Context: an optimization exercise on an open-source flow, tuned for small area, a short achievable clock period and few clock cycles. The choices shown serve that exercise and are no tape-out recipe. Where RTL was checked, it was by simulation tests only, not by an equivalence proof against the original. Power figures rest on the tool's default switching activity, not on a simulated workload.

==> wip/violet <==
==> flow/design.v (excerpt) <==
module CPU_COMP(
input clk,
input rst,
output wire [15:0] imem_addr,
input [7:0] imem_data,
output wire [15:0] dmem_addr,
output wire [7:0] dmem_wdata,
output wire dmem_we,
input [7:0] dmem_rdata,
output wire done
);
==> module CPU_COMP, before the edit <==
module CPU_COMP(
input clk,
input rst,
output wire [15:0] imem_addr,
input [7:0] imem_data,
output wire [15:0] dmem_addr,
output wire [7:0] dmem_wdata,
output wire dmem_we,
input [7:0] dmem_rdata,
output wire done
);
reg [15:0] pc;
reg [7:0]  ir_r;
reg        r_op;              
reg        r_hil;             
reg        r_lol;             
reg        r_hij;             
reg        r_imm;             
reg        m_r;               
reg [7:0]  ir_e;
reg        e_op;
reg        e_lol;
reg        e_imm;
reg [15:0] breg;              
reg [12:1] wsel;              
reg        c_inv;             
reg        c_cin;
reg        c_x0;              
reg        c_xf;              
reg        c_we;              
reg [15:0] ac;
reg [15:0] g [1:12];
reg        z;
reg        done_r;
integer    k;
wire [3:0] op = ir_e[7:4];
wire [3:0] x  = ir_e[3:0];
wire o_ldac = e_op & (op == 4'h1);
wire o_tr   = e_op & (op == 4'h3);
wire o_ldr  = e_op & (op == 4'h4);
wire o_jp   = e_op & (op == 4'h5);
wire o_add  = e_op & (op == 4'h6);
wire o_sub  = e_op & (op == 4'h7);
wire o_inc  = e_op & (op == 4'hA);
wire o_dec  = e_op & (op == 4'hB);
wire o_shl  = e_op & (op == 4'hC);
wire o_shr  = e_op & (op == 4'hD);
wire o_clac = e_op & (op == 4'hE);
wire [15:0] xa = c_x0 ? 16'd0 : c_xf ? 16'hFFFF : ac;
wire [15:0] yb = breg ^ {16{c_inv}};
wire [16:0] sum17 = {xa, c_cin} + {yb, c_cin};    
wire [15:0] sum = sum17[16:1];
wire [15:0] xy_x = xa ^ yb;
wire sum_zero = c_xf ? (breg == 16'd1) : &xy_x;
wire sh_two = x[3] | x[2] | x[1];
wire sh_any = sh_two | x[0];
wire [15:0] shl = sh_two ? {ac[13:0], 2'b0} : {ac[14:0], 1'b0};
wire [15:0] shr = sh_two ? {2'b0, ac[15:2]} : {1'b0, ac[15:1]};
wire stall = (o_shl | o_shr) & (x[3] | x[2] | (x[1] & x[0]));    
wire wg = o_ldr | o_inc | o_dec;
wire [12:1] gw = wsel & {12{wg}};
reg [15:0] ac_d;
always @(*) begin
    if (e_lol | o_ldac) ac_d = {8'd0, dmem_rdata};
    else if (e_imm | o_tr | o_add | o_sub | o_clac | ((o_inc | o_dec) & (x == 4'd0))) ac_d = sum;
    else if (o_shl & sh_any) ac_d = shl;
    else if (o_shr & sh_any) ac_d = shr;
    else ac_d = ac;
end
wire jump = o_jp & ~z;
assign dmem_addr  = breg;
assign dmem_wdata = ac[7:0];
assign dmem_we    = c_we;
assign imem_addr  = pc;
assign done       = done_r;
wire [3:0] rop = ir_r[7:4];
wire [3:0] rx  = ir_r[3:0];
wire n_hil = r_op & (rop == 4'h0);
wire n_hij = r_op & (rop == 4'h5);
wire n_imm = r_op & ((rop == 4'h8) | (rop == 4'h9));
wire n_lol = r_hil;
wire n_op  = ~(n_hil | n_hij | n_imm | r_hil | r_hij);
wire use_g1 = (rop == 4'h2) | (rop == 4'h6) | (rop == 4'h7);
wire use_b  = (rop == 4'h1) | (rop == 4'h3) | (rop == 4'hA) | (rop == 4'hB);
wire [3:0] rsel = use_g1 ? 4'd1 : rx;
wire r_opb = r_op & (use_g1 | use_b);
wire [12:1] gsel;
genvar gi;
generate for (gi = 1; gi <= 12; gi = gi + 1) begin : gs
    assign gsel[gi] = r_opb & (rsel == gi);
end endgenerate
wire fwd_g = |(gsel & gw);             
wire [12:1] grd = gsel & ~gw;
reg [15:0] b_d;
always @(*) begin
    b_d = (r_opb & (rsel == 4'd0)) ? ac_d : 16'd0;
    if (fwd_g) b_d = b_d | sum;
    for (k = 1; k <= 12; k = k + 1)
        if (grd[k]) b_d = b_d | g[k];
    if (r_imm | r_lol) b_d = {r_lol ? ir_e : 8'd0, ir_r};
end
wire r_subi = r_imm & ir_e[4];
always @(posedge clk) begin
    if (stall) ir_e[3:0] <= x - 4'd2;     
    else begin
        ir_e <= ir_r;
        ir_r <= imem_data;
    end
    for (k = 1; k <= 12; k = k + 1)
        wsel[k] <= (rx == k);
    breg <= b_d;
    c_inv <= (r_op & (rop == 4'h7)) | r_subi;
    c_cin <= (r_op & ((rop == 4'h7) | (rop == 4'hA))) | r_subi;
    c_x0  <= r_op & ((rop == 4'h3) | (rop == 4'hA) | (rop == 4'hE));
    c_xf  <= r_op & (rop == 4'hB);
end
always @(posedge clk) begin
    if (rst) begin
        pc <= 16'd0;
        r_op <= 1'b0;
        r_hil <= 1'b0;
        r_lol <= 1'b0;
        r_hij <= 1'b0;
        r_imm <= 1'b0;
        m_r <= 1'b0;
        e_op <= 1'b0;
        e_lol <= 1'b0;
        e_imm <= 1'b0;
        c_we <= 1'b0;
        ac <= 16'd0;
        z <= 1'b0;
        done_r <= 1'b0;
    end else begin
        if (jump) pc <= {ir_r, imem_data};
        else if (!stall) pc <= pc + 16'd1;
        if (!stall) begin
            r_op  <= n_op;
            r_hil <= n_hil;
            r_lol <= n_lol;
            r_hij <= n_hij;
            r_imm <= n_imm;
            m_r   <= (pc[15:1] == 15'd166);
            e_op  <= r_op;
            e_lol <= r_lol;
            e_imm <= r_imm;
        end
        c_we  <= r_op & ~stall & (rop == 4'h2);
        if (m_r & ~stall) done_r <= 1'b1;
        ac <= ac_d;
        if (o_sub | (e_imm & c_inv) | o_dec) z <= sum_zero;
    end
end
wire [15:0] gdata = sum & {16{~rst}};
always @(posedge clk) begin
    for (k = 1; k <= 12; k = k + 1)
        if (gw[k] | rst) g[k] <= gdata;
end
endmodule
export LEC_CHECK = 0
export CAP_MARGIN = 20
export CORE_MARGIN = 2
export CORE_UTILIZATION = 50
export CTS_BUF_LIST = sky130_fd_sc_hd__clkbuf_8 sky130_fd_sc_hd__clkbuf_16
export CTS_CLUSTER_DIAMETER = 80
export CTS_CLUSTER_SIZE = 22
export PLACE_DENSITY = 0.75
export SETUP_SLACK_MARGIN = 5
export SLEW_MARGIN = 20
create_clock -name core_clock -period 8.0 [get_ports {clk}]
run.sh (not shown) runs the stock make flow with config.mk's settings and CLKGATE_MAP_FILE= SYNTH_SCRIPT=/design/flow/synth_recipe.tcl, a recipe that flattens the netlist after the stock synthesis.
==> wip/delta (differences from wip/violet) <==
==> flow/design.v (replaced) <==
`timescale 1ns / 1ps
module CPU_COMP(
input clk,
input rst,
output wire [15:0] imem_addr,
input [7:0] imem_data,
output wire [15:0] dmem_addr,
output wire [7:0] dmem_wdata,
output wire dmem_we,
input [7:0] dmem_rdata,
output wire done
);
reg [15:0] pc;
reg [7:0]  ir;                
reg        t_op;              
reg        t_hil;             
reg        t_lol;             
reg        t_hij;             
reg        t_imm;             
reg [15:0] breg;              
reg [12:1] wsel;              
reg        c_inv;             
reg        c_cin;
reg        c_x0;              
reg        c_xf;              
reg        c_we;              
reg [15:0] ac;
reg [15:0] g [1:12];
reg [12:1] gv;                
reg        z;
reg        done_r;
integer    k;
wire [3:0] op = ir[7:4];
wire [3:0] x  = ir[3:0];
wire o_ldac = t_op & (op == 4'h1);
wire o_tr   = t_op & (op == 4'h3);
wire o_ldr  = t_op & (op == 4'h4);
wire o_jp   = t_op & (op == 4'h5);
wire o_add  = t_op & (op == 4'h6);
wire o_sub  = t_op & (op == 4'h7);
wire o_inc  = t_op & (op == 4'hA);
wire o_dec  = t_op & (op == 4'hB);
wire o_shl  = t_op & (op == 4'hC);
wire o_shr  = t_op & (op == 4'hD);
wire o_clac = t_op & (op == 4'hE);
wire o_two  = t_op & ((op == 4'h0) | (op == 4'h5) | (op == 4'h8) | (op == 4'h9));
wire [15:0] xa = c_x0 ? 16'd0 : c_xf ? 16'hFFFF : ac;
wire [15:0] yb = breg ^ {16{c_inv}};
wire [15:0] sum = xa + yb + {15'd0, c_cin};
wire [15:0] xy_x = xa ^ yb;
wire sum_zero = c_xf ? (breg == 16'd1) : &xy_x;
wire sh_two = x[3] | x[2] | x[1];
wire sh_any = sh_two | x[0];
wire [15:0] shl = sh_two ? {ac[13:0], 2'b0} : {ac[14:0], 1'b0};
wire [15:0] shr = sh_two ? {2'b0, ac[15:2]} : {1'b0, ac[15:1]};
wire stall = (o_shl | o_shr) & (x[3] | x[2] | (x[1] & x[0]));    
wire wg = o_ldr | o_inc | o_dec;
wire [12:1] gw = wsel & {12{wg}};
wire [12:1] gv_now = gv | gw;
reg [15:0] ac_d;
always @(*) begin
    if (t_lol | o_ldac) ac_d = {8'd0, dmem_rdata};
    else if (t_imm | o_tr | o_add | o_sub | o_clac | ((o_inc | o_dec) & (x == 4'd0))) ac_d = sum;
    else if (o_shl & sh_any) ac_d = shl;
    else if (o_shr & sh_any) ac_d = shr;
    else ac_d = ac;
end
assign dmem_addr  = breg;
assign dmem_wdata = ac[7:0];
assign dmem_we    = c_we;
assign imem_addr  = pc;
assign done       = done_r;
wire skip = o_jp & z;
wire n_op  = ~(t_hil | t_hij | o_two);
wire n_hil = t_op & (op == 4'h0);
wire n_hij = o_jp & ~z;
wire n_imm = t_op & ((op == 4'h8) | (op == 4'h9));
wire n_lol = t_hil;
wire n_subi = t_op & (op == 4'h9);
wire [3:0] nop_ = imem_data[7:4];
wire [3:0] nx   = imem_data[3:0];
wire use_g1 = (nop_ == 4'h2) | (nop_ == 4'h6) | (nop_ == 4'h7);
wire use_b  = (nop_ == 4'h1) | (nop_ == 4'h3) | (nop_ == 4'hA) | (nop_ == 4'hB);
wire [3:0] nsel = use_g1 ? 4'd1 : nx;
wire n_opb = n_op & (use_g1 | use_b);
wire [12:1] gsel;
genvar gi;
generate for (gi = 1; gi <= 12; gi = gi + 1) begin : gs
    assign gsel[gi] = n_opb & (nsel == gi);
end endgenerate
wire fwd_g = |(gsel & gw);             
wire [12:1] grd = gsel & gv & ~gw;
reg [15:0] b_d;
always @(*) begin
    b_d = (n_opb & (nsel == 4'd0)) ? ac_d : 16'd0;
    if (fwd_g) b_d = b_d | sum;
    for (k = 1; k <= 12; k = k + 1)
        if (grd[k]) b_d = b_d | g[k];
    if (n_imm | n_lol) b_d = {n_lol ? ir : 8'd0, imem_data};
end
always @(posedge clk) begin
    if (stall) ir[3:0] <= x - 4'd2;       
    else ir <= imem_data;
    for (k = 1; k <= 12; k = k + 1)
        wsel[k] <= (nx == k);
    breg <= b_d;
end
always @(posedge clk) begin
    if (rst) begin
        pc <= 16'd0;
        t_op <= 1'b0;
        t_hil <= 1'b0;
        t_lol <= 1'b0;
        t_hij <= 1'b0;
        t_imm <= 1'b0;
        c_inv <= 1'b0;
        c_cin <= 1'b0;
        c_x0 <= 1'b0;
        c_xf <= 1'b0;
        c_we <= 1'b0;
        ac <= 16'd0;
        z <= 1'b0;
        gv <= 12'd0;
        done_r <= 1'b0;
    end else begin
        if (t_hij) pc <= {ir, imem_data};
        else pc <= pc + {14'd0, skip, ~skip & ~stall};
        if (pc[15:1] == 15'd166) done_r <= 1'b1;
        t_op  <= n_op | stall;
        t_hil <= n_hil;
        t_lol <= n_lol;
        t_hij <= n_hij;
        t_imm <= n_imm;
        c_inv <= (n_op & (nop_ == 4'h7)) | n_subi;
        c_cin <= (n_op & ((nop_ == 4'h7) | (nop_ == 4'hA))) | n_subi;
        c_x0  <= n_op & ((nop_ == 4'h3) | (nop_ == 4'hA) | (nop_ == 4'hE));
        c_xf  <= n_op & (nop_ == 4'hB);
        c_we  <= n_op & ~stall & (nop_ == 4'h2);
        ac <= ac_d;
        if (o_sub | (t_imm & c_inv) | o_dec) z <= sum_zero;
        gv <= gv_now;
    end
end
always @(posedge clk) begin
    for (k = 1; k <= 12; k = k + 1)
        if (gw[k]) g[k] <= sum;
end
endmodule
--- a/flow/config.mk
+++ b/flow/config.mk
@@ -9,7 +9,3 @@
 export CORE_MARGIN = 2
-export CORE_UTILIZATION = 50
-export CTS_BUF_LIST = sky130_fd_sc_hd__clkbuf_8 sky130_fd_sc_hd__clkbuf_16
-export CTS_CLUSTER_DIAMETER = 80
-export CTS_CLUSTER_SIZE = 22
-export PLACE_DENSITY = 0.75
+export CORE_UTILIZATION = 40
 export SETUP_SLACK_MARGIN = 5
==> wip/willow (differences from wip/violet) <==
--- a/flow/design.v
+++ b/flow/design.v
@@ -24,2 +24,3 @@
 reg        e_imm;
+reg        m_e;
 reg [15:0] breg;              
@@ -33,2 +34,3 @@
 reg [15:0] g [1:12];
+reg [12:1] gv;                
 reg        z;
@@ -51,4 +53,3 @@
 wire [15:0] yb = breg ^ {16{c_inv}};
-wire [16:0] sum17 = {xa, c_cin} + {yb, c_cin};    
-wire [15:0] sum = sum17[16:1];
+wire [15:0] sum = xa + yb + {15'd0, c_cin};
 wire [15:0] xy_x = xa ^ yb;
@@ -75,3 +76,3 @@
 assign imem_addr  = pc;
-assign done       = done_r;
+assign done       = done_r | m_e;
 wire [3:0] rop = ir_r[7:4];
@@ -93,3 +94,3 @@
 wire fwd_g = |(gsel & gw);             
-wire [12:1] grd = gsel & ~gw;
+wire [12:1] grd = gsel & gv & ~gw;
 reg [15:0] b_d;
@@ -112,6 +113,2 @@
     breg <= b_d;
-    c_inv <= (r_op & (rop == 4'h7)) | r_subi;
-    c_cin <= (r_op & ((rop == 4'h7) | (rop == 4'hA))) | r_subi;
-    c_x0  <= r_op & ((rop == 4'h3) | (rop == 4'hA) | (rop == 4'hE));
-    c_xf  <= r_op & (rop == 4'hB);
 end
@@ -129,2 +126,7 @@
         e_imm <= 1'b0;
+        m_e <= 1'b0;
+        c_inv <= 1'b0;
+        c_cin <= 1'b0;
+        c_x0 <= 1'b0;
+        c_xf <= 1'b0;
         c_we <= 1'b0;
@@ -132,2 +134,3 @@
         z <= 1'b0;
+        gv <= 12'd0;
         done_r <= 1'b0;
@@ -146,13 +149,18 @@
             e_imm <= r_imm;
+            m_e   <= m_r;
         end
+        c_inv <= (r_op & (rop == 4'h7)) | r_subi;
+        c_cin <= (r_op & ((rop == 4'h7) | (rop == 4'hA))) | r_subi;
+        c_x0  <= r_op & ((rop == 4'h3) | (rop == 4'hA) | (rop == 4'hE));
+        c_xf  <= r_op & (rop == 4'hB);
         c_we  <= r_op & ~stall & (rop == 4'h2);
-        if (m_r & ~stall) done_r <= 1'b1;
+        if (m_e) done_r <= 1'b1;
         ac <= ac_d;
         if (o_sub | (e_imm & c_inv) | o_dec) z <= sum_zero;
+        gv <= gv | gw;
     end
 end
-wire [15:0] gdata = sum & {16{~rst}};
 always @(posedge clk) begin
     for (k = 1; k <= 12; k = k + 1)
-        if (gw[k] | rst) g[k] <= gdata;
+        if (gw[k]) g[k] <= sum;
 end
--- a/flow/config.mk
+++ b/flow/config.mk
@@ -9,7 +9,4 @@
 export CORE_MARGIN = 2
-export CORE_UTILIZATION = 50
-export CTS_BUF_LIST = sky130_fd_sc_hd__clkbuf_8 sky130_fd_sc_hd__clkbuf_16
-export CTS_CLUSTER_DIAMETER = 80
-export CTS_CLUSTER_SIZE = 22
-export PLACE_DENSITY = 0.75
+export CORE_UTILIZATION = 65
+export CTS_BUF_LIST = sky130_fd_sc_hd__clkbuf_4 sky130_fd_sc_hd__clkbuf_8
 export SETUP_SLACK_MARGIN = 5
==> wip/juniper (differences from wip/violet) <==
--- a/flow/design.v
+++ b/flow/design.v
@@ -24,2 +24,3 @@
 reg        e_imm;
+reg        m_e;
 reg [15:0] breg;              
@@ -75,3 +76,3 @@
 assign imem_addr  = pc;
-assign done       = done_r;
+assign done       = done_r | m_e;
 wire [3:0] rop = ir_r[7:4];
@@ -129,2 +130,3 @@
         e_imm <= 1'b0;
+        m_e <= 1'b0;
         c_we <= 1'b0;
@@ -146,5 +148,6 @@
             e_imm <= r_imm;
+            m_e   <= m_r;
         end
         c_we  <= r_op & ~stall & (rop == 4'h2);
-        if (m_r & ~stall) done_r <= 1'b1;
+        if (m_e) done_r <= 1'b1;
         ac <= ac_d;
--- a/flow/config.mk
+++ b/flow/config.mk
@@ -7,3 +7,3 @@
 export LEC_CHECK = 0
-export CAP_MARGIN = 20
+export CAP_MARGIN = 5
 export CORE_MARGIN = 2
@@ -13,4 +13,3 @@
 export CTS_CLUSTER_SIZE = 22
-export PLACE_DENSITY = 0.75
 export SETUP_SLACK_MARGIN = 5
-export SLEW_MARGIN = 20
+export SLEW_MARGIN = 5
==> summary.txt <==
| quantity | wip/delta | wip/violet | wip/willow | wip/juniper |
|---|---|---|---|---|
| Result of the run | finished clean | finished clean | finished clean | finished clean |
| Multi-input gate area | 0.00565 mm2 | 0.00530 mm2 | 0.00542 mm2 | 0.00519 mm2 |
| Worst R2R Setup Slack | 4.72 ns | 5.04 ns | 4.95 ns | 4.99 ns |
| Buffers outside the clock class | 169 | 107 | 124 | 126 |
| Worst hold path startpoint | gv[6]$_SDFF_PP0_ | e_lol$_SDFFE_PP0N_ | m_e$_SDFFE_PP0N_ | m_r$_SDFFE_PP0N_ |
| Number of global-route vias before repair | 10,100 | 9,626 | 9,974 | 9,181 |
| Drt total wl | 42,000 um | 37,700 um | 39,100 um | 39,300 um |
| Slowest stage delay, CP | 0.48 ns | 0.68 ns | 0.58 ns | 0.61 ns |
| Number of buffers added for setup after CTS | 60 | 5 | 23 | 25 |
| Power Internal | 0.00261 W | 0.00228 W | 0.00247 W | 0.00227 W |
| Placed cells | 1,618 | 1,495 | 1,440 | 1,491 |
| Terminating pin of the worst hold path | gv[6]$_SDFF_PP0_ | e_lol$_SDFFE_PP0N_ | m_e$_SDFFE_PP0N_ | m_r$_SDFFE_PP0N_ |
| Post-placement worst setup slack | 2.94 ns | 4.00 ns | 3.85 ns | 4.00 ns |
| Critical Path Source Type | input pin | flip-flop | flip-flop | flip-flop |
| Seq cells post-synth | 284 | 284 | 297 | 285 |
| Length of routed met2 wiring | 19,400 um | 17,200 um | 18,300 um | 17,900 um |
| Minimum period implied by the final worst setup slack | 3.33 ns | 2.96 ns | 3.05 ns | 3.01 ns |
| Initial Utilization | 0.405 | 0.512 | 0.657 | 0.511 |
| Number of buffer and inverter instances along the worst setup path | 3 | 0 | 2 | 2 |
| Multi-input gate share of total cell area | 0.340 | 0.352 | 0.339 | 0.342 |
| Highest clock frequency the design can meet | 0.300 GHz | 0.338 GHz | 0.327 GHz | 0.332 GHz |
| Clock latency (worst-skew pair) | 0.56 ns | 0.52 ns | 0.58 ns | 0.54 ns |
| Maximum level of the CTS H-tree | 1 | 1 | 2 | 1 |
Testbench counts of wip/violet, summed over its fixed seeds: cycles 179,256.
Testbench counts of wip/willow, summed over its fixed seeds: cycles 179,256.
Testbench counts of wip/juniper, summed over its fixed seeds: cycles 179,256.
No functional check of the RTL was part of wip/delta.

[static timing again, ports no longer ideal]
No port has a modelled driver above. Below, the same layouts with a new extraction and two added sets of constraints. Step 1 assumes that a clkbuf_16 drives the clock port and a buf_2 every other input. Step 2 adds t to the input delays and takes it off the output delays; t is the mean of the earliest and latest rising clock arrival at the registers after step 1. Input paths then give back, and output paths get back, about the clock's delay inside the block. Slacks: ideal / step 1 / step 2; pairs: ideal / step 1.
run	t (ns)	setup slack, ns	hold WS [ns]	latest minus earliest clock arrival (ns)	worst register clock-pin slew, ns
wip/violet	0.560	5.039 / 5.039 / 4.599	0.465 / 0.465 / 0.465	0.022 / 0.022	0.09 / 0.09
wip/delta	0.604	4.670 / 4.680 / 4.076	0.473 / 0.473 / 0.473	0.014 / 0.014	0.07 / 0.07
wip/willow	0.612	4.946 / 4.946 / 4.946	0.450 / 0.450 / 0.450	0.022 / 0.022	0.07 / 0.07
wip/juniper	0.575	4.991 / 4.991 / 4.591	0.466 / 0.466 / 0.466	0.030 / 0.030	0.09 / 0.09
After both steps every run listed still meets setup and hold. The setup slack of wip/delta, which loses most, moves by +0.010 ns with the drivers and by -0.594 ns with both steps.
